Source: an optimization exercise on an open RTL-to-GDS flow (aim: small area, a short achievable clock period and few clock cycles per item). Production flows keep margins and buffers that such runs may drop.
The RTL was checked by simulation tests, not by an equivalence proof against the original design.

// vs4x400_core
module vs4x400_core (
    input clk, input reset,
    input start_search,
    input [9:0] vector_count,
    input [7:0] dim_size,
    output reg [11:0] mem_addr,
    input signed [63:0] mem_data,
    output [31:0] max_score,
    output reg [7:0] winner_id,
    output reg busy
);
    reg fetch;             
    reg first;             
    reg [4:0] krem;        
    reg [8:0] vrem;        
    wire last_word = (krem == 5'd1);
    wire last_vec = (vrem == 9'd1);
    always @(posedge clk or posedge reset) begin
        if (reset) begin
            fetch <= 1'b0;
            mem_addr <= 12'd0;
        end else begin
            fetch <= start_search | (fetch & ~(last_word & last_vec));
            mem_addr <= fetch ? mem_addr + 12'd1 : 12'd0;
        end
    end
    always @(posedge clk) begin
        krem <= (~fetch | last_word) ? dim_size[7:3] : krem - 5'd1;
        vrem <= ~fetch ? vector_count[8:0] : (last_word ? vrem - 9'd1 : vrem);
        first <= ~fetch | last_word;
    end
    reg [63:0] d1;
    wire [47:0] enc0;
    reg [47:0] enc1;
    assign enc0[0] = mem_data[8] ^ 1'b0;
    assign enc0[1] = (mem_data[9] & ~mem_data[8] & ~1'b0) | (~mem_data[9] & mem_data[8] & 1'b0);
    assign enc0[2] = mem_data[9];
    assign enc0[3] = mem_data[10] ^ mem_data[9];
    assign enc0[4] = (mem_data[11] & ~mem_data[10] & ~mem_data[9]) | (~mem_data[11] & mem_data[10] & mem_data[9]);
    assign enc0[5] = mem_data[11];
    assign enc0[6] = mem_data[12] ^ mem_data[11];
    assign enc0[7] = (mem_data[13] & ~mem_data[12] & ~mem_data[11]) | (~mem_data[13] & mem_data[12] & mem_data[11]);
    assign enc0[8] = mem_data[13];
    assign enc0[9] = mem_data[14] ^ mem_data[13];
    assign enc0[10] = (mem_data[15] & ~mem_data[14] & ~mem_data[13]) | (~mem_data[15] & mem_data[14] & mem_data[13]);
    assign enc0[11] = mem_data[15];
    assign enc0[12] = mem_data[24] ^ 1'b0;
    assign enc0[13] = (mem_data[25] & ~mem_data[24] & ~1'b0) | (~mem_data[25] & mem_data[24] & 1'b0);
    assign enc0[14] = mem_data[25];
  ...
Settings: LEC_CHECK=0, CAP_MARGIN=20, CORE_MARGIN=2, CORE_UTILIZATION=40, SLEW_MARGIN=20; clock period 16.0 ns.
standard.sh (not shown) runs the stock make flow with config.mk's settings and CLKGATE_MAP_FILE= SYNTH_SCRIPT=/design/flow/synth_recipe.tcl, a recipe that flattens the netlist after the stock synthesis.
==> flow/flow/run.sh <==
#!/bin/bash
# The standard layout (standard synthesis unchanged), with two changes to how the layout is
# made: every port still gets a buffer, but outputs get buf_4 and inputs buf_1 instead of the
# delay buffer buffer_ports picks by default (flow/ports.tcl); and the resizer's repair aims for setup slack
# below the clock period. Each tool's output is in orfs/logs; make's output in standard.log.
set -euo pipefail
here=$(pwd)
bash standard.sh \
  PRE_GLOBAL_PLACE_TCL="$here/flow/ports.tcl" \
  SETUP_SLACK_MARGIN=11.7 \
  finish > standard.log 2>&1
==> flow/flow/ports.tcl <==
# Sourced before global placement (PRE_GLOBAL_PLACE_TCL). global_place.tcl then calls
# buffer_ports; this wraps it so that every port still gets a buffer, but inputs get buf_1 and
# outputs buf_4 instead of the delay buffer buffer_ports picks by default. The port buffers are
# marked dont_touch so that later timing repair keeps them.
rename buffer_ports my_std_buffer_ports
proc buffer_ports {args} {
  my_std_buffer_ports -inputs -buffer_cell sky130_fd_sc_hd__buf_1
  my_std_buffer_ports -outputs -buffer_cell sky130_fd_sc_hd__buf_4
  set n 0
  foreach inst [get_cells {input* output*}] {
    set_dont_touch $inst
    incr n
  }
  puts "ports.tcl: $n port buffers marked dont_touch"
}
The first run stopped in 4_1_cts.
Testbench counts at the start, summed over its fixed seeds: cycles 76,099, words 75,811.
Edit:
==> flow/flow/ports.tcl (replaced) <==
# Sourced before global placement (PRE_GLOBAL_PLACE_TCL). global_place.tcl then calls
# buffer_ports; this wraps it so that every port still gets a buffer, but inputs get buf_1 and
# outputs buf_4 instead of the delay buffer buffer_ports picks by default.
rename buffer_ports my_std_buffer_ports
proc buffer_ports {args} {
  my_std_buffer_ports -inputs -buffer_cell sky130_fd_sc_hd__buf_1
  my_std_buffer_ports -outputs -buffer_cell sky130_fd_sc_hd__buf_4
}
CTS_BUF_LIST = sky130_fd_sc_hd__clkbuf_8   (was default)
CTS_CLUSTER_SIZE = 30   (was default)
With this change the flow passed the timing, design-rule and antenna checks.
Area after synthesis stays the same.
Synthesized cell count stays the same.

-- afterwards: timing with drivers on the ports --
No port has a modelled driver above. Below, the same layout with a new extraction and two added sets of constraints.
Step 1 sets driving cells, clkbuf_16 on the clock port and buf_2 on the other inputs (assumed; they add their load-dependent delay and slew).
Step 2 also shifts input and output timing later by t, the mid clock arrival at the registers, as if the neighbouring blocks saw the same clock.
a / b / c = ideal ports / drivers / drivers and shift; a / b = the first two.
run: the second run
t, ns: 0.542
slack for setup (ns): 11.632 / 11.587 / 11.751
worst hold slack (ns): 0.331 / 0.331 / 0.331
After both steps setup and hold are still met in the second run. The setup slack of the second run moves by -0.045 ns with the drivers and by +0.119 ns with both steps.
